What follows belongs to an exercise in optimizing a design on an open flow for a short achievable clock period and few clock cycles; a production flow would make more cautious choices.
No functional check of the RTL was part of any run shown here.
The flow treats the clock pin as an ideal source, which a real chip does not have.
Power and IR drop assume default switching activity.

===== flow/config.mk =====
export PLATFORM = sky130hd
export DESIGN_NAME = mipsSystem
export DESIGN_NICKNAME = mipsSystem
export VERILOG_FILES = /design/flow/design.v
export SDC_FILE = /design/flow/constraint.sdc
export NUM_CORES = 8
export LEC_CHECK = 0
export CAP_MARGIN = 20
export CORE_MARGIN = 2
export CORE_UTILIZATION = 40
export PLACE_DENSITY = 0.6
export SLEW_MARGIN = 20

===== flow/constraint.sdc =====
create_clock -name core_clock -period 11.0 [get_ports {clk}]
set_input_delay 2.2000 -clock core_clock [delete_from_list [all_inputs] [get_ports {clk}]]
set_output_delay 2.2000 -clock core_clock [all_outputs]
set_load 0.01 [all_outputs]

===== flow/design.v =====
module adder32(in1, in2, out);
input [31:0] in1, in2;
output [31:0] out;
assign out = (in1 + in2);
endmodule
module mux2#(parameter WIDTH = 8)
            (d0, d1, s, y);
	input [WIDTH-1:0] d0, d1;
	input s;
	output [WIDTH-1:0] y;
	assign y = s ? d1 : d0; 
endmodule
module pc(rst, clk, newPc, pc);
input rst, clk;
input [31:0] newPc;
output reg [31:0] pc;
always @(negedge rst or posedge clk)
begin
if (!rst)
	pc <= 0;
else
	pc <= newPc;
end
endmodule
module pcAdd(pc, pcPlus4);
input [31:0] pc;
output [31:0] pcPlus4;
assign pcPlus4=pc+4;
endmodule
module shiftLeft2#(parameter IN_WIDTH = 8, parameter OUT_WIDTH = 8)
            (in, out);
	input [IN_WIDTH-1:0] in;
	output [OUT_WIDTH-1:0] out;
	assign out = in << 2;
endmodule
module signExtend(imm, signImm);
input [15:0] imm;
output [31:0] signImm;
assign signImm={{16{imm[15]}}, imm[15:0]};
endmodule
module alu(srcA, srcB, aluControl, shamt, aluResult, zero);
input [31:0] srcA, srcB;
input [3:0] aluControl;
input [4:0] shamt;
output reg [31:0] aluResult;
output zero;
always @(*)
begin
	case(aluControl)
		4'b0000 : aluResult=srcA&srcB;
		4'b0001 : aluResult=srcA|srcB;
		4'b0010 : aluResult=srcA+srcB;
		4'b0110 : aluResult=srcA-srcB;
		4'b0111 : aluResult=srcA<srcB?1:0;
		4'b1010 : aluResult=srcB<<shamt;
		4'b1100 : aluResult=~(srcA|srcB);
		default : aluResult=0;
	endcase
end
assign zero=aluResult==0?1:0;
endmodule
module controlUnit(opcode, funct, regDst, aluSrc, memToReg, regWrite, memRead, memWrite, branch, jump, aluControl);
input [5:0] opcode, funct;
output regDst, aluSrc, memToReg, regWrite, memRead, memWrite, branch, jump;
output [3:0] aluControl;
wire [1:0] aluOp;
mainDecoder md(opcode, regDst, aluSrc, memToReg, regWrite, memRead, memWrite, branch, jump, aluOp);
aluDecoder ad(funct, aluOp, aluControl);
endmodule
module mainDecoder(opcode, regDst, aluSrc, memToReg, regWrite, memRead, memWrite, branch, jump, aluOp);
input [5:0] opcode;
output regDst, aluSrc, memToReg, regWrite, memRead, memWrite, branch, jump;
output [1:0] aluOp;
reg [9:0] controls;
assign {regDst, aluSrc, memToReg, regWrite, memRead, memWrite, branch, jump, aluOp} = controls;
always @(*)
begin
	case(opcode)
		6'b000000: controls <= 10'b1001000010;  
		6'b100011: controls <= 10'b0111100000;  
		6'b101011: controls <= 10'b0100010000;  
		6'b000100: controls <= 10'b0000001001;  
		6'b001000, 
		6'b001001: controls <= 10'b0101000000;  
		6'b001101: controls <= 10'b0101000000;  
		6'b000010: controls <= 10'b0000000100;  
		default:   controls <= 10'bxxxxxxxxxx;  
    endcase
end
endmodule
module aluDecoder(funct, aluOp, aluControl);
input [5:0] funct;
input [1:0] aluOp;
output reg [3:0] aluControl;
always @(*)
begin
	case(aluOp)
		2'b00: aluControl <= 4'b0010;   
		2'b01: aluControl <= 4'b0110;   
		default:	case(funct)           
			6'b100000,
			6'b100001: aluControl <= 4'b0010;  
			6'b100010,
			6'b100011: aluControl <= 4'b0110;  
			6'b100100: aluControl <= 4'b0000;  
			6'b100101: aluControl <= 4'b0001;  
			6'b101010: aluControl <= 4'b0111;  
			6'b000000: aluControl <= 4'b1010;  
			default:   aluControl <= 4'bxxxx;  
        endcase
    endcase
end
endmodule
module registerFile(clk, regWrite, readReg1, readReg2, writeReg, writeData, readData1, readData2);
	input clk, regWrite;
	input [4:0] readReg1, readReg2, writeReg;
	input [31:0] writeData;
	output [31:0] readData1, readData2;
	reg [31:0] rf [31:0];
	always @(posedge clk) begin
    if (regWrite) rf[writeReg] <= writeData;
	end
	assign readData1 = (readReg1 != 0) ? rf[readReg1] : 0;
	assign readData2 = (readReg2 != 0) ? rf[readReg2] : 0;
endmodule
module mipsSystem(rst, clk, imem_addr, imem_rdata, dmem_we, dmem_addr, dmem_wdata, dmem_rdata, wb_en, wb_reg, wb_data);
input rst, clk;
output [31:0] imem_addr;
input [31:0] imem_rdata;
output dmem_we;
output [31:0] dmem_addr, dmem_wdata;
input [31:0] dmem_rdata;
output wb_en;
output [4:0] wb_reg;
output [31:0] wb_data;
reg [31:0] pc;
reg [31:0] pc_o;          
reg [31:0] rf [1:31];
reg        d_valid;
reg [31:0] d_ir, d_pc4;
reg [31:2] d_pc;
reg [31:1] d_sa, d_sb;
reg        d_fe_a, d_fm_a, d_fw_a, d_fe_b, d_fm_b, d_fw_b;
reg        d_pred;        
reg [3:0]  bt_v;
reg [31:2] bt_tag [0:3];
reg [31:2] bt_tgt [0:3];
reg [1:0]  bt_ptr;
reg        e_valid, e_wr, e_load, e_store, e_br, e_ld;
reg [4:0]  e_dst;
reg [31:0] e_a;           
reg [31:0] e_b;           
reg [31:0] e_sd;          
reg [31:0] e_target;
reg [4:0]  e_shamt;
reg        e_op_add, e_op_sub, e_op_and, e_op_or, e_op_slt, e_op_sll, e_zop;
reg        m_valid, m_wr, m_load, m_rep;
reg [4:0]  m_dst;
reg [31:0] m_res;
reg        o_we;
reg [31:0] o_addr, o_wdata;
reg        r_en;
reg [4:0]  r_dst;
reg [31:0] r_data;
reg        w_en;
reg [31:1] w_we;          
reg [4:0]  w_dst;
reg [31:0] w_data;
wire [31:0] pc4 = pc + 32'd4;
wire [31:0] ir = imem_rdata;
wire        f_j = (ir[31:26] == 6'b000010);
wire [31:0] f_jtarget = {pc4[31:28], ir[25:0], 2'b00};
wire [4:0]  f_rs = ir[25:21];
wire [4:0]  f_rt = ir[20:16];
wire [31:0] f_sa = 32'd1 << f_rs;
wire [31:0] f_sb = 32'd1 << f_rt;
wire [5:0] d_op = d_ir[31:26];
wire [4:0] d_rs = d_ir[25:21];
wire [4:0] d_rt = d_ir[20:16];
wire [4:0] d_rd = d_ir[15:11];
wire [5:0] d_fn = d_ir[5:0];
wire [31:0] d_sext = {{16{d_ir[15]}}, d_ir[15:0]};
wire d_rtype = (d_op == 6'b000000);
wire d_lw    = (d_op == 6'b100011);
wire d_sw    = (d_op == 6'b101011);
wire d_beq   = (d_op == 6'b000100);
wire d_jmp   = (d_op == 6'b000010);
wire d_addi  = (d_op == 6'b001000) | (d_op == 6'b001001) | (d_op == 6'b001101);
wire d_wr    = d_rtype | d_lw | d_addi;
wire [4:0] d_dst = d_rtype ? d_rd : d_rt;
wire d_sll   = d_rtype & (d_fn == 6'b000000);
wire [31:0] alu_res;
wire        e_zero, e_eq;
wire        e_zok = e_valid & e_zop;
wire d_bsame = d_beq & (d_rs == d_rt);                                     
wire d_fast  = d_beq & (d_rt == 5'd0) & d_fe_a & e_zok;                    
wire d_bcond = d_beq & ~d_bsame & ~d_fast;
wire [31:0] d_target = d_pc4 + {d_sext[29:0], 2'b00};
wire d_use_rs = ~d_jmp & ~d_sll & ~d_bsame;
wire d_use_rt = d_rtype | d_sw | d_bcond;
wire stall = d_valid & e_ld & ((d_use_rs & d_fe_a) | (d_use_rt & d_fe_b));
genvar gi;
wire [31:0] m_val = m_load ? dmem_rdata : m_res;
reg  [31:0] d_ra, d_rb;
integer ri;
always @(*) begin
	d_ra = 32'd0;
	d_rb = 32'd0;
	for (ri = 1; ri < 32; ri = ri + 1) begin
		d_ra = d_ra | ({32{d_sa[ri]}} & rf[ri]);
		d_rb = d_rb | ({32{d_sb[ri]}} & rf[ri]);
	end
end
wire [31:0] d_a_f = d_fe_a ? alu_res : d_fm_a ? m_val : d_fw_a ? w_data : d_ra;
wire [31:0] d_b_f = d_fe_b ? alu_res : d_fm_b ? m_val : d_fw_b ? w_data : d_rb;
wire f_fe_a = d_valid & d_wr & (d_dst == f_rs) & (f_rs != 5'd0);
wire f_fe_b = d_valid & d_wr & (d_dst == f_rt) & (f_rt != 5'd0);
wire f_fm_a = e_valid & e_wr & (e_dst == f_rs) & (f_rs != 5'd0);
wire f_fm_b = e_valid & e_wr & (e_dst == f_rt) & (f_rt != 5'd0);
wire f_fw_a = m_valid & m_wr & (m_dst == f_rs) & (f_rs != 5'd0);
wire f_fw_b = m_valid & m_wr & (m_dst == f_rt) & (f_rt != 5'd0);
ealu alu0(.a(e_a), .b(e_b), .sd(e_sd),
          .op_add(e_op_add), .op_sub(e_op_sub), .op_and(e_op_and), .op_or(e_op_or),
          .op_slt(e_op_slt), .op_sll(e_op_sll), .shamt(e_shamt),
          .res(alu_res), .zero(e_zero), .eq(e_eq));
wire e_redirect = e_valid & e_br & e_eq;
wire d_mispred = d_pred & ~d_bsame;
wire d_redirect = d_valid & ((d_bsame & ~d_pred) | d_mispred | (d_fast & e_zero));
wire [31:0] d_rtarget = d_mispred ? d_pc4 : d_target;
wire d_install = d_valid & d_bsame & ~d_pred & ~e_redirect;
wire [3:0] bt_hit;
genvar bi;
generate
	for (bi = 0; bi < 4; bi = bi + 1) begin : btb
		assign bt_hit[bi] = bt_v[bi] & (bt_tag[bi] == pc[31:2]);
	end
endgenerate
wire        f_hit = |bt_hit;
wire [31:2] f_htgt = ({30{bt_hit[0]}} & bt_tgt[0]) | ({30{bt_hit[1]}} & bt_tgt[1]) |
                     ({30{bt_hit[2]}} & bt_tgt[2]) | ({30{bt_hit[3]}} & bt_tgt[3]);
wire [31:0] pc_next = e_redirect ? e_target :
                      d_redirect ? d_rtarget :
                      stall      ? pc :
                      f_j        ? f_jtarget :
                      f_hit      ? {f_htgt, 2'b00} : pc4;
wire hold = stall & ~e_redirect & ~d_redirect;
wire [31:0] pc_adv = e_redirect ? e_target :
                     d_redirect ? d_rtarget :
                     f_j        ? f_jtarget :
                     f_hit      ? {f_htgt, 2'b00} : pc4;
assign imem_addr = pc_o;
assign dmem_we    = o_we;
assign dmem_addr  = o_addr;
assign dmem_wdata = o_wdata;
wire [31:0] m_dec = 32'd1 << m_dst;
generate
	for (gi = 1; gi < 32; gi = gi + 1) begin : rfw
		always @(posedge clk) if (w_we[gi]) rf[gi] <= w_data;
	end
endgenerate
wire m_rep_now = m_valid & m_wr & ~m_rep;
wire e_rep_now = ~m_rep_now & e_valid & e_wr & ~e_load;
assign wb_en   = r_en;
assign wb_reg  = r_dst;
assign wb_data = r_data;
wire e_take = d_valid & ~e_redirect & ~stall;
always @(posedge clk or negedge rst) begin
	if (!rst) begin
		pc      <= 32'd0;
		pc_o    <= 32'd0;
		d_valid <= 1'b0;
		e_valid <= 1'b0;
		m_valid <= 1'b0;
		o_we    <= 1'b0;
		w_en    <= 1'b0;
		r_en    <= 1'b0;
		bt_v    <= 4'd0;
		bt_ptr  <= 2'd0;
	end else begin
		if (d_install) begin
			bt_v[bt_ptr] <= 1'b1;
			bt_ptr       <= bt_ptr + 2'd1;
		end
		pc      <= pc_next;
		pc_o    <= hold ? pc : pc_adv;
		if (e_redirect | d_redirect) d_valid <= 1'b0;
		else if (!stall) d_valid <= 1'b1;
		e_valid <= e_take & (d_wr | d_sw | d_bcond);
		m_valid <= e_valid;
		o_we    <= e_valid & e_store;
		w_en    <= m_valid & m_wr;
		r_en    <= m_rep_now | e_rep_now;
	end
end
always @(posedge clk) begin
	if (!stall) begin
		d_ir    <= ir;
		d_pc4   <= pc4;
		d_pc    <= pc[31:2];
		d_sa    <= f_sa[31:1];
		d_sb    <= f_sb[31:1];
		d_fe_a  <= f_fe_a;
		d_fm_a  <= f_fm_a;
		d_fw_a  <= f_fw_a;
		d_fe_b  <= f_fe_b;
		d_fm_b  <= f_fm_b;
		d_fw_b  <= f_fw_b;
		d_pred  <= f_hit & ~f_j;
	end else begin
		d_fe_a  <= 1'b0;
		d_fm_a  <= d_fe_a;
		d_fw_a  <= d_fm_a;
		d_fe_b  <= 1'b0;
		d_fm_b  <= d_fe_b;
		d_fw_b  <= d_fm_b;
	end
	if (d_install) begin
		bt_tag[bt_ptr] <= d_pc;
		bt_tgt[bt_ptr] <= d_target[31:2];
	end
	e_wr      <= d_wr;
	e_load    <= d_lw;
	e_ld      <= e_take & d_lw & (d_rt != 5'd0);
	e_store   <= d_sw;
	e_br      <= d_bcond;
	e_dst     <= d_dst;
	e_a       <= d_a_f;
	e_b       <= d_rtype ? d_b_f : d_sext;
	e_sd      <= d_b_f;
	e_target  <= d_target;
	e_shamt   <= d_ir[10:6];
	e_op_add  <= ~d_rtype | (d_fn == 6'b100000) | (d_fn == 6'b100001);
	e_op_sub  <= d_rtype & ((d_fn == 6'b100010) | (d_fn == 6'b100011));
	e_op_and  <= d_rtype & (d_fn == 6'b100100);
	e_op_or   <= d_rtype & (d_fn == 6'b100101);
	e_op_slt  <= d_rtype & (d_fn == 6'b101010);
	e_op_sll  <= d_sll;
	e_zop     <= (d_rtype & ((d_fn == 6'b100000) | (d_fn == 6'b100001) | (d_fn == 6'b100010) |
	                         (d_fn == 6'b100011) | (d_fn == 6'b100100) | (d_fn == 6'b100101)) |
	              d_addi) & (d_dst != 5'd0);
	m_wr    <= e_wr;
	m_load  <= e_load;
	m_dst   <= e_dst;
	if (e_valid & e_wr) m_res <= alu_res;
	m_rep   <= e_rep_now;
	o_addr  <= alu_res;
	o_wdata <= e_sd;
	r_dst   <= m_rep_now ? m_dst : e_dst;
	r_data  <= m_rep_now ? m_val : alu_res;
	w_dst  <= m_dst;
	w_we   <= {31{m_valid & m_wr}} & m_dec[31:1];
	w_data <= m_val;
end
endmodule
module ealu(a, b, sd, op_add, op_sub, op_and, op_or, op_slt, op_sll, shamt, res, zero, eq);
input  [31:0] a, b, sd;    
input         op_add, op_sub, op_and, op_or, op_slt, op_sll;
input  [4:0]  shamt;
output [31:0] res;
output        zero;      
output        eq;        
wire [31:0] add = a + b;
wire [32:0] sub = {1'b0, a} - {1'b0, b};
wire [31:0] other = ({32{op_and}} & (a & b))
                  | ({32{op_or}}  & (a | b))
                  | ({32{op_sll}} & (b << shamt));
assign res = ({32{op_add}} & add) | ({32{op_sub}} & sub[31:0]) |
             {other[31:1], other[0] | (op_slt & sub[32])};
wire zadd = &(~(a ^ b ^ {a[30:0] | b[30:0], 1'b0}));
assign zero = op_add ? zadd : op_sub ? (a == b) : op_and ? ~|(a & b) : ~|(a | b);
assign eq = (a == sd);
endmodule

===== flow/flow/run.sh =====
#!/bin/bash
# Standard ORFS layout with these changes to how it is made (the SDC is unchanged):
#  - no extraction of full/half adder cells in synthesis (ADDER_MAP_FILE empty),
#    so that ABC maps the adders for speed;
#  - timing repair aimed at a setup margin well above the 11 ns clock, so that
#    repair keeps improving paths that already meet it;
#  - repair may resize cells to other footprints (MATCH_CELL_FOOTPRINT 0).
set -euo pipefail
MARGIN=${MARGIN:-7.5}
bash standard.sh ADDER_MAP_FILE= SETUP_SLACK_MARGIN=$MARGIN MATCH_CELL_FOOTPRINT=0 finish > flow_make.log 2>&1

===== flow/standard.sh =====
#!/bin/bash
# synth_recipe.tcl (not shown) runs the flow's synth.tcl, then flattens the netlist and writes it again
# the make line also repeats each setting of config.mk as NAME=value (left out here)
make -C /OpenROAD-flow-scripts/flow DESIGN_CONFIG=/design/flow/config.mk WORK_HOME=/design/flow/orfs CLKGATE_MAP_FILE= SYNTH_SCRIPT=/design/flow/synth_recipe.tcl "${@:-finish}"

==> results of run 1 <==
-- cells in the mapped netlist (78+ instances only) --
| library cell | number |
|---|---|
| edfxtp_1 | 1421 |
| a22oi_1 | 385 |
| nor2_1 | 366 |
| a221oi_1 | 330 |
| dfxtp_1 | 328 |
| a22o_1 | 326 |
| clkbuf_1 | 326 |
| nand2_1 | 284 |
| xnor2_1 | 274 |
| a21oi_1 | 239 |
| nand4_1 | 197 |
| nand3_1 | 137 |
| o21ai_0 | 111 |
| inv_1 | 89 |
| xor2_1 | 83 |
| mux2_2 | 78 |
-- final cells by class --
| cell class | instances | area share (%) |
|---|---|---|
| repair inverters | 2 | 0.0188 |
| multi-input cells | 3706 | 29.4 |
| repair buffers | 484 | 4.65 |
| diodes | 13 | 0.0349 |
| inverters | 94 | 0.414 |
| clock buffers | 246 | 5.51 |
| well taps | 2640 | 3.54 |
| clock inverters | 109 | 1.29 |
| flip-flops and latches | 1824 | 55.1 |
-- how the worst min path moves through the flow --
| stage | startpoint | endpoint | slack (ns) | cells after the start |
|---|---|---|---|---|
| 2_1_floorplan | e_wr$_DFF_P_ | m_wr$_DFF_P_ | 0.33 | 0 |
| 3_3_place_gp | e_wr$_DFF_P_ | m_wr$_DFF_P_ | 0.33 | 0 |
| 3_5_place_dp | e_wr$_DFF_P_ | m_wr$_DFF_P_ | 0.34 | 0 |
| 4_1_cts | e_wr$_DFF_P_ | m_wr$_DFF_P_ | 0.35 | 0 |
| 5_1_grt | e_wr$_DFF_P_ | m_wr$_DFF_P_ | 0.36 | 0 |
| 6_report | e_wr$_DFF_P_ | m_wr$_DFF_P_ | 0.35 | 0 |
-- per-stage QoR --
stage,instances,worst slack [ns]
2_1_floorplan,6083,7.43
3_3_place_gp,8674,6.18
3_5_place_dp,8674,6.15
4_1_cts,9066,7.29
5_1_grt,9107,7.30
6_report,9118,7.31
-- power breakdown --
group | switching, mW | total [mW] | leakage (nW) | internal (mW)
Sequential | 0.527 | 8.41 | 16.7 | 7.88
Clock | 2.89 | 6.59 | 3.09 | 3.70
Combinational | 1.56 | 2.59 | 11.5 | 1.03
-- sequential cells by signal, indices dropped and copies added (netlist names), 32 cells and up --
name / flops
rf: 992
bt_tag: 120
bt_tgt: 120
d_ir: 32
d_pc4: 32
e_a: 32
e_b: 32
e_sd: 32
e_target: 32
m_res: 32
o_addr: 32
o_wdata: 32
pc: 32
pc_o: 32
r_data: 32
w_data: 32
-- layer usage --
metal | vias to the layer above | global-route usage (%)
li1 | 24700 | -
met1 | 31900 | 44.4
met2 | 6299 | 48.9
met3 | 1606 | 13.9
met4 | 34 | 23.3
met5 | - | 0.237
-- logic make-up (layout without fill, tap and decap cells) --
kind of cell               Yosys count  after routing  share of synthesized area, %
adders and majority gates           52             52                         0.660
muxes                              163            163                          2.45
buffers and inverters              554            935                          2.85
and+or+nand+nor                   1297           1298                          8.07
other                                0             13                             0
xor gates and xnor gates           367            367                          4.14
AOI/OAI and AO/OA                 1826           1826                          17.7
DFF                               1824           1824                          64.1
-- repair_timing --
| item | CTS | global route |
|---|---|---|
| cloned | 7 | 3 |
| gates resized for setup | 694 | 207 |
| setup endpoints to repair | 690 | 482 |
| setup buffers | 30 | 35 |
| pin swaps | 16 | 26 |
==> key figures, run 1 <==
Critical path
  • WP buf/inv: 1
  • Reg2reg setup slack: 7.38 ns
  • Critical path depth: 1
  • Startpoint Class: flop
  • Worst-path cell chain: buf_6
  • Critical Path Sink Type: output port
  • Worst path slowest cell: dfrtp_2
  • Delay-heaviest family, CP: flip-flops
  • Critical path origin: pc_o[20]$_DFF_PN0_
  • Reg-to-reg critical path startpoint: e_a[10]$_DFF_P_
  • Critical path required time: 8.80 ns
  • Worst R2R End: pc[15]$_DFFE_PN0N_
  • Worst path max stage delay: 0.47 ns
  • Crit path kind: reg -> out
  • Worst Path Arrival: 1.49 ns
  • Worst Setup EP: imem_addr[20]
  • Crit Path Max Fanout: 1
  • R2R depth: 12

Floorplanning
  • Core Region: 198000 um^2
  • Starting density of the core: 40.3%
  • Die Wd: 450 um
  • Die ar.: 203000 um^2
  • Row count: 163
  • Io pins: 201
  • Die Ht: 450 um

Cells and area
  • Finished Cell Area: 93300 um^2
  • Final nets: 6365
  • Commonest cells after routing, fill and taps aside: 1421 x edfxtp_1, 384 x a22oi_1, 344 x nor2_1
  • Ratio of cells with drive above 1 in the final layout: 19.1%
  • Multi-input logic area: 27500 um^2
  • Most common library cell in the layout ignoring fill and taps: edfxtp_1
  • Area growth, synth to finish: 17.1%
  • Sequential Area: 51500 um^2
  • Fill cell total of the finished layout: 17300
  • Core Util, Final: 47.2%

Synth
  • Cell Area, Synth: 79700 um^2
  • Library cells used by synthesis: 117
  • Gate Count Post-Synth: 6083
  • Flops & latches, synth: 1824
  • Synth warn: 2
  • Async SR Flop Fraction: 4.11%
  • Synthesized area per cell: 13.1 um^2
  • Synth Flop Type: edfxtp_1
  • Syn_nets: 6149
  • Synth area leader: edfxtp_1
  • Top cell type's share of synthesized area: 53.6%
  • Area contributors post-synth: edfxtp_1 54%, dfxtp_1 8.2%, a221oi_1 3.6%
  • Post-synth EDFFs: 1421
  • Sequential area share after synthesis: 64.1%

Clock tree
  • CTS Hold Bufs: 0
  • CTS tree: built
  • Root Buffer: clkbuf_16
  • CTS clk-pin slew, worst paths: 0.06 ns
  • Maximum buffer depth of the clock tree: 3
  • Clock latency on the worst-skew pair: 0.89 ns
  • CTS Sinks: 1824
  • CTS H-Tree Depth: 4
  • Num CTS Buffers: 187

Routing
  • Drt pass-1 iters: 10
  • Highest metal used: met5
  • DR iter-0 viols: 13400
  • DR vias/cell: 7.08
  • Met2 WL post-DR: 150000 um
  • Detailed-route wire length per cell: 40.3 um
  • DRC Markers: 0
  • Vias: 64600
  • Detail Route Antenna Nets: 0
  • WL final: 367000 um
  • M1 wire length: 129000 um
  • DR WL met3: 57300 um

Status
  • Outcome: no timing/DRC/antenna violations

Timing
  • Final Hold Fails: 0
  • Worst hold slack: 0.351 ns
  • Post-route minimum period: 3.69 ns
  • F_max: 0.271 GHz
  • Slew HR: 16.0%
  • Final worst-path cycle share: 33.5%
  • Setup_tns: 0 ns
  • Setup-failing EPs final: 0
  • Final Skew: 0.0826 ns
  • Max Slew Vio Count: 0
  • RSZ-0062 raised after global routing: yes
  • Slew @ Worst Pin: 1.25 ns

Pwr
  • Pwr/cell area: 188 nW/um^2
  • Static Leakage: 31.3 nW
  • Power Total: 17.6 mW
  • Worst IR Drop VDD: 170 uV

GRT
  • Largest net degree at the start of global routing: 66
  • Global route overflow: 0
  • Initial antenna violation count: 28
  • Global-route usage over all layers: 34.9%
  • Vias in the first global route: 60800
  • Global-route wire length before repair: 494000 um

Placed design
  • Detailed placement HPWL: 215000 um
  • DP Area: 84800 um^2
  • Placer Congestion: 1.01
  • Port Buffers: 200

Job
  • Max-cap viol count: 0

Worst hold path
  • Hold crit path type: reg -> reg
==> run 2: changes to the inputs <==
--- a/flow/config.mk
+++ b/flow/config.mk
@@ -8,5 +8,5 @@
 export CAP_MARGIN = 20
 export CORE_MARGIN = 2
-export CORE_UTILIZATION = 40
-export PLACE_DENSITY = 0.6
+export CORE_UTILIZATION = 50
+export PLACE_DENSITY = 0.65
 export SLEW_MARGIN = 20
==> run 2 against run 1 <==
Global-route usage grew 7.6 points. Clock skew shrank 0.025 ns. Cell count is 6.6% lower. Design area fell by 0.93%. Power grew 0.67%. First-iteration DRC count is 8.9% higher. Routed wire length down 2.9%. Hold slack worse by 0.0019 ns. Setup slack worse by 0.047 ns. Sequential share of layout area increased by 0.48 points. Fmax fell by 1.3%. Critical path type is now reg -> reg.
==> key figures, run 2 <==
Cells and area
  • Ratio of cells with drive above 1 in the final layout: 19.1%
  • Max FFs per register: 992
  • Final nets: 6335
  • Biggest register: rf
  • Area growth, synth to finish: 16.1%
  • Largest registers: rf x992, bt_tag x120, bt_tgt x120
  • Commonest cells after routing, fill and taps aside: 1421 x edfxtp_1, 385 x a22oi_1, 354 x nor2_1
  • Most common library cell in the layout ignoring fill and taps: edfxtp_1

GRT
  • Initial antenna violation count: 13
  • Largest net degree at the start of global routing: 69
  • Global-route usage over all layers: 42.5%
  • Global route overflow: 0
  • Vias in the first global route: 60300
  • Global-route wire length before repair: 480000 um

Floorplanning
  • Die Wd: 403 um
  • Die ar.: 163000 um^2
  • Row count: 146
  • Io pins: 201
  • Die Ht: 403 um
  • Core Region: 158000 um^2
  • Starting density of the core: 50.3%

Synth
  • Synth Flop Type: edfxtp_1
  • Post-synth EDFFs: 1421
  • Synth area leader: edfxtp_1
  • Commonest cells post-synth: 1421 x edfxtp_1, 385 x a22oi_1, 366 x nor2_1
  • Dominant cell by count in the synthesized netlist: edfxtp_1
  • Gate Count Post-Synth: 6083
  • Async SR Flop Fraction: 4.11%
  • Library cells used by synthesis: 117
  • Area contributors post-synth: edfxtp_1 54%, dfxtp_1 8.2%, a221oi_1 3.6%
  • Synthesized area per cell: 13.1 um^2
  • Cell Area, Synth: 79700 um^2
  • Sequential area share after synthesis: 64.1%
  • Synth warn: 2
  • Flops & latches, synth: 1824
  • Top cell type's share of synthesized area: 53.6%
  • Syn_nets: 6149

Critical path
  • Critical path required time: 11.65 ns
  • Critical Path Sink Type: flop
  • Worst path slowest cell: edfxtp_1
  • Startpoint Class: flop
  • WP buf/inv: 1
  • Worst path max stage delay: 0.83 ns
  • Worst Path Arrival: 4.38 ns
  • Crit Path Max Fanout: 22
  • Worst-path cell chain: buf_4, a22o_1, a221oi_1, nand4_1, o32ai_1, nor2_1, a211oi_1, a21oi_1
  • Crit path kind: reg -> reg
  • Delay-heaviest family, CP: compound AO/OA/AOI/OAI gates

Timing
  • Final worst-path cycle share: 33.9%
  • F_max: 0.268 GHz
  • Worst hold slack: 0.349 ns
  • Final Skew: 0.0580 ns
  • Setup-failing EPs final: 0
  • Slew HR: 19.2%
  • Setup_tns: 0 ns
  • RSZ-0062 raised after global routing: yes
  • Max Slew Vio Count: 0
  • Slew @ Worst Pin: 1.21 ns
  • Post-route minimum period: 3.73 ns
  • Final Hold Fails: 0

Clock tree
  • CTS tree: built
  • CTS clk-pin slew, worst paths: 0.07 ns
  • Maximum buffer depth of the clock tree: 3
  • Root Buffer: clkbuf_16
  • Clock latency on the worst-skew pair: 0.87 ns
  • CTS H-Tree Depth: 4
  • Num CTS Buffers: 184
  • CTS Hold Bufs: 0
  • CTS Sinks: 1824

Routing
  • Vias: 65000
  • DR vias/cell: 7.63
  • DRC Markers: 0
  • Detail Route Antenna Nets: 0
  • WL final: 357000 um
  • DR iter-0 viols: 14600
  • Detailed-route wire length per cell: 41.9 um
  • Drt pass-1 iters: 13

Status
  • Outcome: no timing/DRC/antenna violations

Placed design
  • Detailed placement HPWL: 206000 um
  • Port Buffers: 200
  • Placer Congestion: 1.04

Pwr
  • Static Leakage: 31.3 nW
  • Pwr/cell area: 192 nW/um^2
  • Worst IR Drop VDD: 194 uV

Worst hold path
  • Hold crit path type: reg -> reg

Job
  • Max-cap viol count: 0
-- run 2: cell counts after synthesis --
No cell type changed its count.
-- run 2: logic make-up after synthesis --
kind of cell               after synthesis  synth area share (%)
buffers and inverters                  554                  2.85
AOI/OAI and AO/OA                     1826                  17.7
xor gates and xnor gates               367                  4.14
adders and majority gates               52                 0.660
and+or+nand+nor                       1297                  8.07
DFF                                   1824                  64.1
muxes                                  163                  2.45
-- run 2: path summary, 6_finish.rpt --
| path | startpoint | endpoint | slack, ns | depth (start not counted) |
|---|---|---|---|---|
| min in group asynchronous | rst | pc_o[10]$_DFF_PN0_ | 1.16 | 1 |
| max | d_sa[16]$_SDFFCE_PP0N_ | e_a[18]$_DFF_P_ | 7.27 | 8 |
| min reg2reg | e_sd[15]$_DFF_P_ | o_wdata[15]$_DFF_P_ | 0.35 | 0 |
| max in group asynchronous | rst | pc[19]$_DFFE_PN0N_ | 8.95 | 3 |
| max reg2reg | d_sa[16]$_SDFFCE_PP0N_ | e_a[18]$_DFF_P_ | 7.27 | 8 |
| min | e_sd[15]$_DFF_P_ | o_wdata[15]$_DFF_P_ | 0.35 | 0 |
-- run 2: cell type report --
type	instances	area [um^2]
flip-flops and latches	1824	51400
repair buffers	459	4140
clock buffers	230	4950
multi-input cells	3705	27500
diodes	11	27.5
inverters	94	394
repair inverters	1	11.3
fillers	12400	65900
well taps	2072	2590
clock inverters	116	1440
-- run 2: worst reg2reg max path, delay by kind of cell (launching register included) --
kind            cells  cell delay [ns]
simple gates        2             0.31
compound gates      5             1.84
buf+inv             1             0.55
flops               1             0.83
-- run 2: layer usage --
layer  vias up  part of all wire, %  GRT usage, %
li1      24700                    -             -
met1     31700                   35          56.3
met2      6861                   40          57.7
met3      1706                   17          17.3
met4        12                  8.4          27.3
met5         -                0.024             0
-- run 2: power by group --
group          internal [mW]  total, mW  leakage (nW)  switching [mW]
registers               7.89       8.41          16.7           0.525
clock network           3.85       6.70          3.11            2.85
logic                   1.02       2.60          11.4            1.58
-- run 2: metrics by stage --
| step | area, um^2 | power [mW] | setup WS [ns] | utilization [%] | cells |
|---|---|---|---|---|---|
| floorplan | 79800 | 9.68 | 7.43 | - | 6083 |
| global placement | 84000 | 10.9 | 6.38 | 53.0 | 8093 |
| detailed placement | 84000 | 10.9 | 6.36 | 53.0 | 8096 |
| CTS | 91300 | 17.5 | 7.30 | 57.7 | 8474 |
| global route | 92400 | 18.1 | 7.32 | 58.4 | 8501 |
| finish | 92500 | 17.7 | 7.27 | 58.4 | 8512 |
-- run 2: timing repair --
action | CTS | global route
pin swaps | 10 | 16
gates cloned | 5 | 3
buffers inserted | 27 | 23
gates resized for setup | 710 | 205
endpoints found under the setup margin | 783 | 463
==> run 3: changes to the inputs <==
--- a/flow/design.v
+++ b/flow/design.v
@@ -212,6 +212,6 @@
 	end
 end
-wire [31:0] d_a_f = d_fe_a ? alu_res : d_fm_a ? m_val : d_fw_a ? w_data : d_ra;
-wire [31:0] d_b_f = d_fe_b ? alu_res : d_fm_b ? m_val : d_fw_b ? w_data : d_rb;
+wire [31:0] d_a_f = ({32{d_fe_a}} & alu_res) | ({32{d_fm_a}} & m_val) | ({32{d_fw_a}} & w_data) | d_ra;
+wire [31:0] d_b_f = ({32{d_fe_b}} & alu_res) | ({32{d_fm_b}} & m_val) | ({32{d_fw_b}} & w_data) | d_rb;
 wire f_fe_a = d_valid & d_wr & (d_dst == f_rs) & (f_rs != 5'd0);
 wire f_fe_b = d_valid & d_wr & (d_dst == f_rt) & (f_rt != 5'd0);
@@ -220,4 +220,6 @@
 wire f_fw_a = m_valid & m_wr & (m_dst == f_rs) & (f_rs != 5'd0);
 wire f_fw_b = m_valid & m_wr & (m_dst == f_rt) & (f_rt != 5'd0);
+wire [31:0] d_sa_h = 32'd1 << d_rs;
+wire [31:0] d_sb_h = 32'd1 << d_rt;
 ealu alu0(.a(e_a), .b(e_b), .sd(e_sd),
           .op_add(e_op_add), .op_sub(e_op_sub), .op_and(e_op_and), .op_or(e_op_or),
@@ -298,20 +300,24 @@
 		d_pc4   <= pc4;
 		d_pc    <= pc[31:2];
-		d_sa    <= f_sa[31:1];
-		d_sb    <= f_sb[31:1];
-		d_fe_a  <= f_fe_a;
-		d_fm_a  <= f_fm_a;
-		d_fw_a  <= f_fw_a;
-		d_fe_b  <= f_fe_b;
-		d_fm_b  <= f_fm_b;
-		d_fw_b  <= f_fw_b;
 		d_pred  <= f_hit & ~f_j;
+	end
+	if (!stall) begin
+		d_fe_a <= f_fe_a;
+		d_fm_a <= f_fm_a & ~f_fe_a;
+		d_fw_a <= f_fw_a & ~f_fm_a & ~f_fe_a;
+		d_sa   <= (f_fe_a | f_fm_a | f_fw_a) ? 31'd0 : f_sa[31:1];
+		d_fe_b <= f_fe_b;
+		d_fm_b <= f_fm_b & ~f_fe_b;
+		d_fw_b <= f_fw_b & ~f_fm_b & ~f_fe_b;
+		d_sb   <= (f_fe_b | f_fm_b | f_fw_b) ? 31'd0 : f_sb[31:1];
 	end else begin
-		d_fe_a  <= 1'b0;
-		d_fm_a  <= d_fe_a;
-		d_fw_a  <= d_fm_a;
-		d_fe_b  <= 1'b0;
-		d_fm_b  <= d_fe_b;
-		d_fw_b  <= d_fm_b;
+		d_fe_a <= 1'b0;
+		d_fm_a <= d_fe_a;
+		d_fw_a <= d_fm_a;
+		d_sa   <= (d_fe_a | d_fm_a) ? 31'd0 : d_sa_h[31:1];
+		d_fe_b <= 1'b0;
+		d_fm_b <= d_fe_b;
+		d_fw_b <= d_fm_b;
+		d_sb   <= (d_fe_b | d_fm_b) ? 31'd0 : d_sb_h[31:1];
 	end
 	if (d_install) begin
--- a/flow/config.mk
+++ b/flow/config.mk
@@ -8,5 +8,5 @@
 export CAP_MARGIN = 20
 export CORE_MARGIN = 2
-export CORE_UTILIZATION = 50
-export PLACE_DENSITY = 0.65
+export CORE_UTILIZATION = 40
+export PLACE_DENSITY = 0.6
 export SLEW_MARGIN = 20
==> run 3 against run 2 <==
Still clean. Critical path depth increased by 2. Sequential share of layout area shrank 1.9 points. Sequential power grew 1%. Via count up 1.0%.
==> key figures, run 3 <==
Timing
  • Final worst slack: 7.15 ns
  • Setup-failing EPs final: 0
  • Worst hold slack: 0.370 ns
  • Setup_tns: 0 ns
  • RSZ-0062 raised after global routing: yes
  • Post-route minimum period: 3.85 ns
  • Slew HR: 10.2%
  • Final worst-path cycle share: 35.0%
  • F_max: 0.260 GHz
  • Final Skew: 0.0735 ns
  • Slew @ Worst Pin: 1.35 ns
  • Max Slew Vio Count: 0
  • Final Hold Fails: 0

Synth
  • Mux share of post-synthesis cell area: 1.86%
  • Compound-Gate Fraction of Synth Area: 16.9%
  • Syn_nets: 6208
  • Top cell type's share of synthesized area: 52.1%
  • Synth Area in XOR/XNOR: 4.07%
  • Synth Flop Type: edfxtp_1
  • Flops & latches, synth: 1824
  • Gate Count Post-Synth: 6142
  • Largest family of logic cells by synthesized area: compound AO/OA/AOI/OAI gates
  • Simple-gate share of the synthesized area: 9.36%
  • Synth warn: 2
  • Post-Synth Adder-Cell Area: 0.682%
  • Area contributors post-synth: edfxtp_1 52%, dfxtp_1 10%, a22oi_1 8.6%
  • Cell Area, Synth: 78300 um^2
  • Commonest cells post-synth: 1359 x edfxtp_1, 897 x a22oi_1, 390 x dfxtp_1
  • Async SR Flop Fraction: 4.11%
  • Library cells used by synthesis: 92
  • Post-synth EDFFs: 1359
  • Sequential area share after synthesis: 64.5%
  • Synthesized area per cell: 12.7 um^2
  • Synth area leader: edfxtp_1
  • Dominant cell by count in the synthesized netlist: edfxtp_1

Clock tree
  • Num CTS Buffers: 187
  • Maximum buffer depth of the clock tree: 3
  • CTS Sinks: 1824
  • CTS clk-pin slew, worst paths: 0.08 ns
  • Clock latency on the worst-skew pair: 0.89 ns
  • Root Buffer: clkbuf_16
  • CTS H-Tree Depth: 4
  • CTS Hold Bufs: 0
  • CTS tree: built

Floorplanning
  • Die Wd: 446 um
  • Die Ht: 446 um
  • Core Region: 195000 um^2
  • Die ar.: 199000 um^2
  • Row count: 162
  • Io pins: 201
  • Starting density of the core: 40.2%

Routing
  • Detail Route Antenna Nets: 0
  • Detailed-route wire length per cell: 40.6 um
  • DRC Markers: 0
  • DR vias/cell: 7.07
  • Drt pass-1 iters: 17
  • DR iter-0 viols: 13600
  • Vias: 65600
  • WL final: 377000 um

GRT
  • Global route overflow: 0
  • Global-route wire length before repair: 503000 um
  • Largest net degree at the start of global routing: 64
  • Global-route usage over all layers: 36.4%
  • Vias in the first global route: 61000
  • Initial antenna violation count: 29

Cells and area
  • Ratio of cells with drive above 1 in the final layout: 23.6%
  • Area growth, synth to finish: 21.2%
  • Multi-input logic area: 28300 um^2
  • Sequential Area: 51000 um^2
  • Finished Layout Cells: 9282
  • Max FFs per register: 992
  • Largest registers: rf x992, bt_tag x120, bt_tgt x120
  • Fill cell total of the finished layout: 16800
  • Biggest register: rf
  • Most common library cell in the layout ignoring fill and taps: edfxtp_1
  • Final nets: 6542
  • Commonest cells after routing, fill and taps aside: 1359 x edfxtp_1, 895 x a22oi_1, 319 x buf_4

Pwr
  • Pwr/cell area: 194 nW/um^2
  • Worst IR Drop VDD: 191 uV
  • Static Leakage: 31.9 nW

Critical path
  • Worst path slowest cell: a221o_2
  • Startpoint Class: flop
  • WP buf/inv: 0
  • Critical path required time: 11.74 ns
  • Crit path kind: reg -> reg
  • Worst path max stage delay: 0.52 ns
  • Worst-path cell chain: a222oi_1, nand2_1, o21a_1, maj3_2, maj3_2, a211o_4, maj3_2, xnor2_1, a221o_2, a221o_2
  • Critical Path Sink Type: flop
  • Worst Path Arrival: 4.59 ns
  • Delay-heaviest family, CP: compound AO/OA/AOI/OAI gates
  • Crit Path Max Fanout: 3
  • CP dominant cell by count: maj3_2

Worst hold path
  • Hold crit path type: reg -> reg

Placed design
  • Port Buffers: 200
  • Placer Congestion: 0.975
  • Dpl ws: 5.71 ns
  • Detailed placement HPWL: 216000 um
  • Cells after DPL: 8681

Job
  • Max-cap viol count: 0

Status
  • Outcome: no timing/DRC/antenna violations
## run 3: cell types whose count changed after synthesis, sizes merged, moves of 34 or more
cell | previous run | this run
clkbuf | 326 | 364
edfxtp | 1421 | 1359
a221oi | 336 | 102
a221o | 5 | 44
a22oi | 385 | 897
o22ai | 12 | 70
buf | 134 | 92
nor2 | 367 | 298
nand4 | 198 | 282
or4 | 18 | 52
a21oi | 241 | 174
a22o | 326 | 92
dfxtp | 328 | 390
o32ai | 65 | 0
## run 3: final timing paths
path                                         start                   to  slack (ns)  cells past startpoint
worst max-delay path                e_b[4]$_DFF_P_      e_a[18]$_DFF_P_        7.15                     10
worst min-delay path            d_pc4[0]$_DFFE_PN_  e_target[0]$_DFF_P_        0.37                      0
worst max register to register      e_b[4]$_DFF_P_      e_a[18]$_DFF_P_        7.15                     10
worst min register to register  d_pc4[0]$_DFFE_PN_  e_target[0]$_DFF_P_        0.37                      0
max in group asynchronous                      rst   pc[20]$_DFFE_PN0N_        8.57                      2
min in group asynchronous                      rst  bt_v[0]$_DFFE_PN0P_        1.20                      1
## run 3: cell type report
cell class | count | share of cell area (%)
timing repair buffer | 598 | 5.74
inverter | 92 | 0.385
sequential | 1824 | 53.7
clock buffer | 253 | 5.57
antenna | 19 | 0.0501
multi-input combinational | 3773 | 29.8
clock inverter | 99 | 1.26
tap | 2624 | 3.46
## run 3: power breakdown
part | leakage, nW | switching [mW] | internal [mW] | total, mW
logic | 12.3 | 1.87 | 1.29 | 3.16
clock network | 3.17 | 2.90 | 3.83 | 6.73
registers | 16.5 | 0.605 | 7.90 | 8.51
total | 31.9 | 5.38 | 13.0 | 18.4
## run 3: worst register-to-register path: stages, from the launching register on
cell	delay, ns
dfxtp_4	0.35
a222oi_1	0.42
nand2_1	0.18
o21a_1	0.23
maj3_2	0.31
maj3_2	0.36
a211o_4	0.37
maj3_2	0.35
xnor2_1	0.14
a221o_2	0.48
a221o_2	0.53
## run 3: metrics by stage
| step | area, um^2 | power [mW] | utilization [%] |
|---|---|---|---|
| 3_5_place_dp | 83600 | 11.2 | 42.9 |
| 3_3_place_gp | 83500 | 11.1 | 42.9 |
| 5_1_grt | 94800 | 18.8 | 48.7 |
| 6_report | 94900 | 18.4 | 48.7 |
| 2_1_floorplan | 78600 | 9.71 | - |
| 4_1_cts | 92700 | 18.0 | 47.6 |
## run 3: per-layer routing
layer  vias up  GRT usage (%)  part of all wire (%)
li1      25100              -                     -
met1     32200           44.3                    34
met2      6404           53.4                    42
met3      1921           13.8                    15
met4        30           24.9                   9.0
met5         -          0.440                  0.14
## run 3: timing repair
item / CTS / global route
gates resized for setup: 958 / 296
setup buffers: 111 / 110
setup endpoints to repair: 805 / 530
pin swaps: 63 / 93
gates cloned: 7 / 2
## run 3: kinds of logic (layout without fill, tap and decap cells)
kind of cell	after synthesis	count (layout)
xor+xnor	363	363
mux	124	124
compound gates	1807	1808
buf+inv	548	1042
flops	1824	1824
simple gates	1423	1425
other cells	0	19
fa+ha+maj	53	53
==> run 4: changes to the inputs <==
==> flow/flow/run.sh (replaced) <==
#!/bin/bash
# Standard ORFS layout with these changes to how it is made (the SDC is unchanged):
#  - synthesis is the standard flow's, but ABC maps with flow/abc.script (a delay-driven
#    mapping), and no full/half adder cells are extracted (ADDER_MAP_FILE empty);
#  - timing repair aimed at a setup margin well above the 11 ns clock, so that
#    repair keeps improving paths that already meet it;
#  - repair may resize cells to other footprints (MATCH_CELL_FOOTPRINT 0).
set -euo pipefail
MARGIN=${MARGIN:-7.5}
export MY_ABC_SCRIPT=$PWD/flow/abc.script
bash standard.sh ADDER_MAP_FILE= SETUP_SLACK_MARGIN=$MARGIN MATCH_CELL_FOOTPRINT=0 SYNTH_SCRIPT=$PWD/flow/synth.tcl finish > flow_make.log 2>&1
==> flow/flow/abc.script (new file) <==
strash
dch -f
map -D 1200
topo
buffer -c
upsize -c
dnsize -c
==> flow/flow/synth.tcl (new file) <==
# The standard flow's synthesis script (synth_recipe.tcl), with ABC's mapping script
# replaced by the one named in MY_ABC_SCRIPT; registers are unchanged.
proc synth {args} { yosys synth -nofsm -noshare {*}$args }
proc abc {args} {
  set i [lsearch -exact $args -script]
  if {$i >= 0 && [info exists ::env(MY_ABC_SCRIPT)]} { lset args [expr {$i + 1}] $::env(MY_ABC_SCRIPT) }
  yosys abc {*}$args
}
source $::env(SCRIPTS_DIR)/synth.tcl
# left out here: clear keep_hierarchy, flatten, clean up, hide names made inside functions, write 1_2_yosys.v
--- a/flow/config.mk
+++ b/flow/config.mk
@@ -9,4 +9,6 @@
 export CORE_MARGIN = 2
 export CORE_UTILIZATION = 40
+export CTS_CLUSTER_DIAMETER = 100
+export CTS_CLUSTER_SIZE = 30
 export PLACE_DENSITY = 0.6
 export SLEW_MARGIN = 20
==> run 4 against run 3 <==
Core utilization shrank 3.9 points. Synthesized cell count is 30% higher. Sequential power is 2.7% lower. Cell count is 19% higher. Critical endpoint is now imem_addr[31]. Highest routed layer unchanged.
==> key figures, run 4 <==
Placed design
  • Detailed placement HPWL: 275000 um
  • Dpl ws: 5.77 ns
  • DP Area: 89900 um^2
  • Placer Congestion: 1.01
  • Port Buffers: 200
  • Cells after DPL: 10800

Timing
  • Final worst slack: 7.34 ns
  • Final Hold Fails: 0
  • Setup-failing EPs final: 0
  • RSZ-0062 raised after global routing: yes
  • Final Skew: 0.0602 ns
  • Slew HR: 17.9%
  • Final worst-path cycle share: 33.3%
  • Setup_tns: 0 ns
  • Slew @ Worst Pin: 1.23 ns
  • F_max: 0.273 GHz
  • Post-route minimum period: 3.66 ns
  • Max Slew Vio Count: 0

Cells and area
  • Commonest cells after routing, fill and taps aside: 1359 x edfxtp_1, 1247 x nand2_1, 826 x a22oi_1
  • Final nets: 8174
  • Multi-input logic area: 30800 um^2
  • Fill cell total of the finished layout: 19500
  • Sequential Area: 50800 um^2
  • Biggest register: rf
  • Largest registers: rf x992, bt_tag x120, bt_tgt x120
  • Ratio of cells with drive above 1 in the final layout: 12.4%
  • Max FFs per register: 992
  • Area growth, synth to finish: 11.3%
  • Finished Cell Area: 93800 um^2
  • Most common library cell in the layout ignoring fill and taps: edfxtp_1
  • Finished Layout Cells: 11000

Critical path
  • Reg-to-reg critical path startpoint: d_ir[0]$_DFFE_PN_
  • Critical path origin: pc_o[31]$_DFF_PN0_
  • Worst path slowest cell: dfrtp_2
  • Worst-path cell chain: buf_6
  • Crit Path Max Fanout: 1
  • Worst Path Arrival: 1.46 ns
  • Crit path kind: reg -> out
  • Reg2reg setup slack: 7.38 ns
  • Worst R2R End: pc_o[26]$_DFF_PN0_
  • Worst path max stage delay: 0.49 ns
  • R2R depth: 9
  • Critical path required time: 8.80 ns
  • WP buf/inv: 1
  • Startpoint Class: flop
  • Critical Path Sink Type: output port
  • Delay-heaviest family, CP: flip-flops

Routing
  • DR vias/cell: 6.96
  • WL final: 435000 um
  • Vias: 76600
  • DR iter-0 viols: 15600
  • Detail Route Antenna Nets: 0
  • Drt pass-1 iters: 10
  • DRC Markers: 0
  • Detailed-route wire length per cell: 39.5 um

GRT
  • Largest net degree at the start of global routing: 62
  • Global-route wire length before repair: 581000 um
  • Global route overflow: 0
  • Initial antenna violation count: 32
  • Vias in the first global route: 70000
  • Global-route usage over all layers: 38.8%

Synth
  • Cell Area, Synth: 84300 um^2
  • Area contributors post-synth: edfxtp_1 48%, dfxtp_1 9.3%, a22oi_1 7.4%
  • Syn_nets: 8032
  • Sequential area share after synthesis: 59.9%
  • Dominant cell by count in the synthesized netlist: edfxtp_1
  • Library cells used by synthesis: 106
  • Synth warn: 2
  • Top cell type's share of synthesized area: 48.4%
  • Post-synth EDFFs: 1359
  • Commonest cells post-synth: 1359 x edfxtp_1, 1258 x nand2_1, 827 x a22oi_1
  • Synth Flop Type: edfxtp_1
  • Gate Count Post-Synth: 7966
  • Synth area leader: edfxtp_1
  • Async SR Flop Fraction: 4.11%
  • Synthesized area per cell: 10.6 um^2
  • Flops & latches, synth: 1824

Clock tree
  • Maximum buffer depth of the clock tree: 3
  • Num CTS Buffers: 78
  • CTS Sinks: 1824
  • Root Buffer: clkbuf_16
  • CTS clk-pin slew, worst paths: 0.12 ns
  • Clock latency on the worst-skew pair: 0.80 ns
  • CTS tree: built
  • CTS H-Tree Depth: 3

Worst hold path
  • Worst hold endpoint: o_wdata[13]$_DFF_P_
  • Hold crit path type: reg -> reg
  • Min-delay src: e_sd[13]$_DFF_P_
  • Worst hold path depth: 0

Floorplanning
  • Io pins: 201
  • Die Ht: 463 um
  • Starting density of the core: 40.2%
  • Die ar.: 214000 um^2
  • Core Region: 210000 um^2
  • Row count: 168
  • Die Wd: 463 um

Pwr
  • Sw Share: 33.3%
  • Combinational Power Share: 20.5%
  • Clock power frac: 25.3%
  • Sw power: 5.08 mW
  • Pwr/cell area: 163 nW/um^2
  • Sequential fraction of design power: 54.2%
  • Power Total: 15.3 mW
  • Pint: 10.2 mW
  • Worst IR Drop VDD: 130 uV
  • Static Leakage: 32.9 nW

Status
  • Outcome: no timing/DRC/antenna violations

Job
  • Max-cap viol count: 0
[run 4: changes by cell type after synthesis, moves of 52 or more]
| cell | previous run | this run |
|---|---|---|
| nand2_1 | 309 | 1258 |
| a22oi_1 | 897 | 827 |
| o21ai_0 | 145 | 297 |
| nand4_1 | 281 | 460 |
| inv_1 | 87 | 557 |
| o21ai_1 | 10 | 62 |
| nor2_1 | 298 | 463 |
| a22o_1 | 92 | 32 |
| nand3_1 | 136 | 380 |
| a21oi_1 | 173 | 235 |
| xnor2_1 | 272 | 33 |
| clkbuf_1 | 361 | 247 |
[run 4: cells by family (layout without fill, tap and decap cells)]
family,Yosys count,count (layout),share of synthesized area [%]
xor+xnor,80,80,0.831
buf+inv,985,1179,4.66
mux,37,37,0.460
compound gates,2048,2048,17.2
flops,1824,1824,59.9
other cells,0,27,0
simple gates,2992,3004,16.9
[run 4: final cells by class]
cell class / count / share of cell area [%]
flip-flops and latches: 1824 / 54.1
multi-input cells: 5169 / 32.9
repair buffers: 440 / 4.06
well taps: 2805 / 3.74
inverters: 594 / 2.41
clock buffers: 120 / 2.36
clock inverters: 24 / 0.373
diodes: 27 / 0.0720
repair inverters: 1 / 0.00800
[run 4: timing repair]
item                       in CTS  in global routing
resized for setup             482                139
pin swaps                      14                 21
hold buffers                    0                  0
setup buffers                  22                 32
gates cloned                   10                  6
setup endpoints to repair     611                445
[run 4: layer usage]
layer	vias up	GRT usage (%)	share of wire, %
li1	30300	-	-
met3	1625	13.5	15
met4	30	24.5	8.3
met5	-	0.111	0.055
met2	7349	55.4	41
met1	37300	50.2	35
[run 4: stage by stage]
stage	hold slack, ns	utilization [%]
3_3_place_gp	0.340	42.9
6_report	0.357	44.8
4_1_cts	0.355	44.4
3_5_place_dp	0.344	42.9
5_1_grt	0.369	44.7
2_1_floorplan	0.331	-
[run 4: how the worst max path moves through the flow]
stage,to,slack [ns],cells past startpoint
after floorplan,bt_tag[0][0]$_DFFE_PP_,6.49,9
after global placement,pc[29]$_DFFE_PN0N_,5.77,11
after detailed placement,pc[29]$_DFFE_PN0N_,5.77,11
after CTS,pc_o[23]$_DFF_PN0_,7.18,14
after global routing,pc_o[26]$_DFF_PN0_,7.29,9
final,imem_addr[31],7.34,1
[run 4: power groups by stage]
stage          clock, mW  sequential (mW)  combinational, mW
2_1_floorplan          0             8.15               1.58
3_3_place_gp           0             8.38               3.00
3_5_place_dp           0             8.38               2.99
4_1_cts             3.83             8.24               2.97
5_1_grt             4.05             8.29               3.25
6_report            3.85             8.28               3.13
==> run 5: changes to the inputs <==
==> flow/flow/run.sh (replaced) <==
#!/bin/bash
# Standard ORFS layout with these changes to how it is made (the SDC is unchanged):
#  - synthesis is the standard flow's, but ABC maps with flow/abc.script (a delay-driven
#    mapping), and no full/half adder cells are extracted (ADDER_MAP_FILE empty);
#  - timing repair aimed at a setup margin well above the 11 ns clock, so that
#    repair keeps improving paths that already meet it;
#  - repair may resize cells to other footprints (MATCH_CELL_FOOTPRINT 0);
#  - after CTS, flow/post_cts.tcl strengthens the output port buffers and runs
#    more repair.
set -euo pipefail
MARGIN=${MARGIN:-7.5}
export MY_ABC_SCRIPT=$PWD/flow/abc.script
bash standard.sh ADDER_MAP_FILE= SETUP_SLACK_MARGIN=$MARGIN MATCH_CELL_FOOTPRINT=0 \
  SYNTH_SCRIPT=$PWD/flow/synth.tcl POST_CTS_TCL=$PWD/flow/post_cts.tcl finish > flow_make.log 2>&1
==> flow/flow/post_cts.tcl (new file) <==
# Run after ORFS's own CTS-stage repair (POST_CTS_TCL hook). Constraints are
# the design's; the output delays are relaxed only while one repair pass runs,
# and put back before anything is written.
estimate_parasitics -placement

# Each output port's buffer goes next to the register that drives it and is
# made strong, so that the buffer rather than the register drives the wire to
# the pin.
set blk [ord::get_db_block]
foreach bterm [$blk getBTerms] {
  if {[$bterm getIoType] != "OUTPUT"} continue
  set buf ""
  foreach it [[$bterm getNet] getITerms] { if {[$it isOutputSignal]} { set buf [$it getInst] } }
  if {$buf == ""} continue
  set in_net ""
  foreach it [$buf getITerms] { if {[$it isInputSignal]} { set in_net [$it getNet] } }
  if {$in_net == ""} continue
  set ff ""
  foreach it [$in_net getITerms] { if {[$it isOutputSignal]} { set ff [$it getInst] } }
  if {$ff == ""} continue
  set loc [$ff getLocation]
  $buf setLocation [lindex $loc 0] [lindex $loc 1]
  replace_cell [$buf getName] sky130_fd_sc_hd__buf_8
}
detailed_placement
estimate_parasitics -placement

# Repair the register-to-register paths with the output paths out of the way,
# then everything against the real constraints.
set outs [all_outputs]
set_output_delay 0.5 -clock core_clock $outs
repair_timing -setup -setup_margin 7.6 -repair_tns 100
set_output_delay 2.2 -clock core_clock $outs
repair_timing -setup -setup_margin 7.6 -repair_tns 100
detailed_placement
check_placement -verbose
estimate_parasitics -placement
puts "post_cts: worst setup slack [worst_slack -max]"
--- a/flow/config.mk
+++ b/flow/config.mk
@@ -9,6 +9,6 @@
 export CORE_MARGIN = 2
 export CORE_UTILIZATION = 40
-export CTS_CLUSTER_DIAMETER = 100
-export CTS_CLUSTER_SIZE = 30
+export CTS_CLUSTER_DIAMETER = 80
+export CTS_CLUSTER_SIZE = 25
 export PLACE_DENSITY = 0.6
 export SLEW_MARGIN = 20
==> run 5 against run 4 <==
Clock power grew 17%. Critical endpoint is now e_a[12]$_DFF_P_. Largest cell class unchanged. Routed wire length grew 0.68%. Combinational power grew 8.0%.
==> key figures, run 5 <==
Status
  • Outcome: no timing/DRC/antenna violations

Synth
  • Synth warn: 2
  • Synthesized area per cell: 10.6 um^2
  • Gate Count Post-Synth: 7966
  • Dominant cell by count in the synthesized netlist: edfxtp_1
  • Synth area leader: edfxtp_1
  • Sequential area share after synthesis: 59.9%
  • Top cell type's share of synthesized area: 48.4%
  • Cell Area, Synth: 84300 um^2
  • Flops & latches, synth: 1824
  • Syn_nets: 8032
  • Area contributors post-synth: edfxtp_1 48%, dfxtp_1 9.3%, a22oi_1 7.4%
  • Synth Flop Type: edfxtp_1
  • Library cells used by synthesis: 106
  • Commonest cells post-synth: 1359 x edfxtp_1, 1258 x nand2_1, 827 x a22oi_1
  • Post-synth EDFFs: 1359
  • Async SR Flop Fraction: 4.11%

Critical path
  • WP buf/inv: 4
  • CP dominant cell by count: buf_4
  • Critical path required time: 11.54 ns
  • Delay-heaviest family, CP: compound AO/OA/AOI/OAI gates
  • Critical Path Sink Type: flop
  • Worst-path cell chain: buf_4, inv_1, buf_4, mux2i_1, mux2i_1, o21ai_0, o22ai_1, a21oi_1, o211ai_2, buf_4, nand2_1, nand3_2
  • Worst path slowest cell: o21ai_0
  • Worst path max stage delay: 0.57 ns
  • Crit path kind: reg -> reg
  • Startpoint Class: flop
  • Crit Path Max Fanout: 30
  • Worst Path Arrival: 4.17 ns

Cells and area
  • Ratio of cells with drive above 1 in the final layout: 14.4%
  • Commonest cells after routing, fill and taps aside: 1359 x edfxtp_1, 1242 x nand2_1, 825 x a22oi_1
  • Max FFs per register: 992
  • Finished Layout Cells: 11100
  • Most common library cell in the layout ignoring fill and taps: edfxtp_1
  • Largest registers: rf x992, bt_tag x120, bt_tgt x120
  • Final nets: 8199
  • Area growth, synth to finish: 13.7%
  • Biggest register: rf

Routing
  • Vias: 76900
  • DR WL met3: 67700 um
  • Met2 WL post-DR: 179000 um
  • Detailed-route wire length per cell: 39.6 um
  • DR iter-0 viols: 16300
  • Highest metal used: met5
  • DR vias/cell: 6.95
  • DRC Markers: 0
  • Drt pass-1 iters: 9
  • M1 wire length: 154000 um
  • WL final: 438000 um
  • Detail Route Antenna Nets: 0

GRT
  • Initial antenna violation count: 26
  • Vias in the first global route: 70800
  • Global-route wire length before repair: 587000 um
  • Largest net degree at the start of global routing: 62
  • Global route overflow: 0
  • Global-route usage over all layers: 39.2%

Placed design
  • Port Buffers: 200
  • Detailed placement HPWL: 275000 um
  • Cells after DPL: 10800
  • Placer Congestion: 1.01

Floorplanning
  • Die ar.: 214000 um^2
  • Die Ht: 463 um
  • Io pins: 201
  • Row count: 168
  • Die Wd: 463 um
  • Core Region: 210000 um^2
  • Starting density of the core: 40.2%

Timing
  • F_max: 0.275 GHz
  • Slew HR: 15.9%
  • Final Skew: 0.0579 ns
  • Max Slew Vio Count: 0
  • Setup-failing EPs final: 0
  • Setup_tns: 0 ns
  • Final Hold Fails: 0
  • RSZ-0062 raised after global routing: yes
  • Final worst-path cycle share: 33.1%
  • Post-route minimum period: 3.64 ns
  • Slew @ Worst Pin: 1.26 ns

Clock tree
  • CTS tree: built
  • Clock latency on the worst-skew pair: 0.83 ns
  • CTS clk-pin slew, worst paths: 0.10 ns
  • CTS Sinks: 1824

Pwr
  • Power Total: 16.2 mW
  • Static Leakage: 33.6 nW
  • Worst IR Drop VDD: 143 uV
  • Pwr/cell area: 169 nW/um^2

Job
  • Max-cap viol count: 0

Worst hold path
  • Hold crit path type: reg -> reg
[run 5: cell counts after synthesis]
No cell type changed its count.
[run 5: per-stage QoR]
stage	worst slack, ns	utilization (%)	hold slack [ns]	area [um^2]
after floorplan	6.49	-	0.331	84500
after global placement	5.77	42.9	0.340	89900
final	7.36	45.7	0.352	95800
after global routing	7.38	45.7	0.362	95800
after detailed placement	5.77	42.9	0.344	89900
[run 5: cells by family (layout without fill, tap and decap cells)]
group / after synthesis / after routing / share of synthesized area, %
mux: 37 / 37 / 0.460
other cells: 0 / 31 / 0
flops: 1824 / 1824 / 59.9
compound gates: 2048 / 2048 / 17.2
buf+inv: 985 / 1227 / 4.66
xor+xnor: 80 / 80 / 0.831
simple gates: 2992 / 3004 / 16.9
[run 5: layout make-up]
class / instances / area, um^2
diodes: 31 / 77.6
clock buffers: 136 / 2800
clock inverters: 54 / 692
fillers: 19300 / 114000
inverters: 594 / 2270
multi-input cells: 5169 / 30900
flip-flops and latches: 1824 / 50900
well taps: 2805 / 3510
repair buffers: 442 / 4730
repair inverters: 1 / 7.51
[run 5: final timing paths]
| check | cells after the start | from | end | slack, ns |
|---|---|---|---|---|
| min | 0 | e_sd[8]$_DFF_P_ | o_wdata[8]$_DFF_P_ | 0.35 |
| max in group asynchronous | 2 | rst | pc[18]$_DFFE_PN0N_ | 8.47 |
| min in group asynchronous | 1 | rst | pc[7]$_DFFE_PN0N_ | 1.24 |
| max | 12 | e_shamt[1]$_DFF_P_ | e_a[12]$_DFF_P_ | 7.36 |
| min reg2reg | 0 | e_sd[8]$_DFF_P_ | o_wdata[8]$_DFF_P_ | 0.35 |
| max reg2reg | 12 | e_shamt[1]$_DFF_P_ | e_a[12]$_DFF_P_ | 7.36 |
[run 5: metal layers]
layer	GRT usage, %	vias to the layer above
li1	-	30300
met1	50.5	37400
met2	56.0	7448
met3	13.5	1702
met4	25.2	22
met5	0	-
[run 5: worst register-to-register path, delay by kind of cell (launching register included)]
| family | cells | cell delay (ns) |
|---|---|---|
| multiplexers | 2 | 0.57 |
| flip-flops | 1 | 0.30 |
| buffers and inverters | 4 | 0.91 |
| AO/OA/AOI/OAI | 4 | 1.03 |
| AND/OR/NAND/NOR | 2 | 0.54 |
[run 5: where the power goes]
part | internal [mW] | switching [mW] | total, mW
combinational | 1.06 | 2.32 | 3.38
clock | 1.96 | 2.55 | 4.51
sequential | 7.81 | 0.476 | 8.29
==> run 6: changes to the inputs <==
--- a/flow/design.v
+++ b/flow/design.v
@@ -148,4 +148,5 @@
 reg [1:0]  bt_ptr;
 reg        e_valid, e_wr, e_load, e_store, e_br, e_ld;
+reg        e_sdl;         
 reg [4:0]  e_dst;
 reg [31:0] e_a;           
@@ -198,5 +199,5 @@
 wire [31:0] d_target = d_pc4 + {d_sext[29:0], 2'b00};
 wire d_use_rs = ~d_jmp & ~d_sll & ~d_bsame;
-wire d_use_rt = d_rtype | d_sw | d_bcond;
+wire d_use_rt = d_rtype | d_bcond;
 wire stall = d_valid & e_ld & ((d_use_rs & d_fe_a) | (d_use_rt & d_fe_b));
 genvar gi;
@@ -328,4 +329,5 @@
 	e_load    <= d_lw;
 	e_ld      <= e_take & d_lw & (d_rt != 5'd0);
+	e_sdl     <= d_fe_b & e_load;
 	e_store   <= d_sw;
 	e_br      <= d_bcond;
@@ -351,5 +353,5 @@
 	m_rep   <= e_rep_now;
 	o_addr  <= alu_res;
-	o_wdata <= e_sd;
+	o_wdata <= e_sdl ? dmem_rdata : e_sd;
 	r_dst   <= m_rep_now ? m_dst : e_dst;
 	r_data  <= m_rep_now ? m_val : alu_res;
==> run 6 against run 5 <==
Highest routed layer unchanged. Die area up 1.1%. Flip-flop and latch count rose by 1. Fmax shrank 1.3%. Critical endpoint is now e_a[15]$_DFF_P_.
==> key figures, run 6 <==
Worst hold path
  • Worst hold path depth: 0

Synth
  • Synth Flop Type: edfxtp_1
  • Sequential area share after synthesis: 59.3%
  • Syn_nets: 8303
  • Async SR Flop Fraction: 4.11%
  • Cell Area, Synth: 85200 um^2
  • Dominant cell by count in the synthesized netlist: edfxtp_1
  • Commonest cells post-synth: 1359 x edfxtp_1, 1326 x nand2_1, 860 x a22oi_1
  • Area contributors post-synth: edfxtp_1 48%, dfxtp_1 9.2%, a22oi_1 7.6%

Timing
  • Final Skew: 0.104 ns
  • Final worst-path cycle share: 33.5%
  • Post-route minimum period: 3.69 ns
  • Setup-failing EPs final: 0
  • Slew HR: 19.8%
  • Slew @ Worst Pin: 1.20 ns
  • Max Slew Vio Count: 0
  • F_max: 0.271 GHz

Pwr
  • Worst IR Drop VDD: 142 uV
  • Pwr/cell area: 172 nW/um^2
  • Static Leakage: 34.3 nW

GRT
  • Global route overflow: 0
  • Global-route wire length before repair: 608000 um

Critical path
  • R2R depth: 12
  • Startpoint Class: flop
  • Worst path slowest cell: nand4_1
  • Reg2reg setup slack: 7.31 ns
  • Crit Path Max Fanout: 8
  • Worst-path cell chain: and2_1, nor2_2, a22oi_2, buf_4, nand3_1, a21oi_4, o21ai_0, nand3_1, o311ai_4, buf_12, nand2_1, nand4_1
  • Worst Setup EP: e_a[15]$_DFF_P_
  • WP buf/inv: 2
  • Worst path max stage delay: 0.61 ns

Clock tree
  • Clock latency on the worst-skew pair: 0.85 ns
  • CTS Sinks: 1825
  • CTS clk-pin slew, worst paths: 0.10 ns

Job
  • Max-cap viol count: 0

Cells and area
  • Final nets: 8508
  • Most common library cell in the layout ignoring fill and taps: edfxtp_1
  • Biggest register: rf
  • Fill cell total of the finished layout: 19800
  • Commonest cells after routing, fill and taps aside: 1359 x edfxtp_1, 1310 x nand2_1, 859 x a22oi_1
  • Largest registers: rf x992, bt_tag x120, bt_tgt x120

Routing
  • DRC Markers: 0
  • Detail Route Antenna Nets: 0

Floorplanning
  • Core Region: 212000 um^2
  • Die Wd: 466 um
  • Die ar.: 217000 um^2
  • Row count: 169
  • Io pins: 201

Status
  • Outcome: no timing/DRC/antenna violations
## run 6: metrics by stage
| step | cell area [um^2] | cells | power (mW) | utilization (%) | setup WS, ns |
|---|---|---|---|---|---|
| after global placement | 90900 | 11100 | 11.7 | 42.9 | 6.03 |
| after floorplan | 85400 | 8237 | 9.88 | - | 7.48 |
| after detailed placement | 90900 | 11100 | 11.7 | 42.9 | 6.03 |
| after global routing | 97200 | 11400 | 17.0 | 45.9 | 7.36 |
| final | 97200 | 11400 | 16.7 | 45.9 | 7.31 |
## run 6: cells by family after synthesis
kind of cell / after synthesis / share of synthesized area (%)
buffers and inverters: 988 / 4.62
and+or+nand+nor: 3202 / 17.4
DFF: 1825 / 59.3
xor gates and xnor gates: 90 / 0.925
AOI/OAI and AO/OA: 2091 / 17.3
muxes: 41 / 0.512
## run 6: worst min path at each step
stage / start / endpoint / slack, ns
finish: e_wr$_DFF_P_ / m_wr$_DFF_P_ / 0.36
global route: e_wr$_DFF_P_ / m_wr$_DFF_P_ / 0.38
detailed placement: e_wr$_DFF_P_ / m_wr$_DFF_P_ / 0.35
global placement: e_wr$_DFF_P_ / m_wr$_DFF_P_ / 0.34
floorplan: e_wr$_DFF_P_ / m_wr$_DFF_P_ / 0.33
## run 6: area by class of cell
cell class	count	area, um^2	share of cell area [%]
Timing Repair Buffer	478	4970	5.12
Clock buffer	135	2870	2.95
Clock inverter	60	785	0.807
Sequential cell	1825	50900	52.4
Inverter	604	2370	2.44
Tap cell	2821	3530	3.63
Multi-Input combinational cell	5430	31700	32.6
Antenna cell	23	57.6	0.0592
## run 6: metal layers
metal	GRT usage [%]	part of all wire, %	up-vias
met1	51.3	35	38400
li1	-	-	31300
met2	57.2	40	7777
met3	14.9	15	1910
met5	0	0.042	-
met4	28.0	9.1	32
## run 6: worst register-to-register path, stage by stage, from the launching register on
cell,delay (ns)
dfxtp_1,0.58
and2_1,0.23
nor2_2,0.11
a22oi_2,0.34
buf_4,0.24
nand3_1,0.19
a21oi_4,0.33
o21ai_0,0.12
nand3_1,0.14
o311ai_4,0.13
buf_12,0.18
nand2_1,0.08
nand4_1,0.61
## run 6: power breakdown
part	internal (mW)	leakage (nW)	switching [mW]
clock	2.03	1.76	2.63
sequential	7.83	16.7	0.503
combinational	1.12	15.9	2.56

Setup slack of run 6, layout unchanged: 7.315 ns with ideal ports, 7.282 ns with driving cells assumed (clock clkbuf_16, inputs buf_2), 6.665 ns with port delays also shifted by the 0.892 ns mid clock arrival.
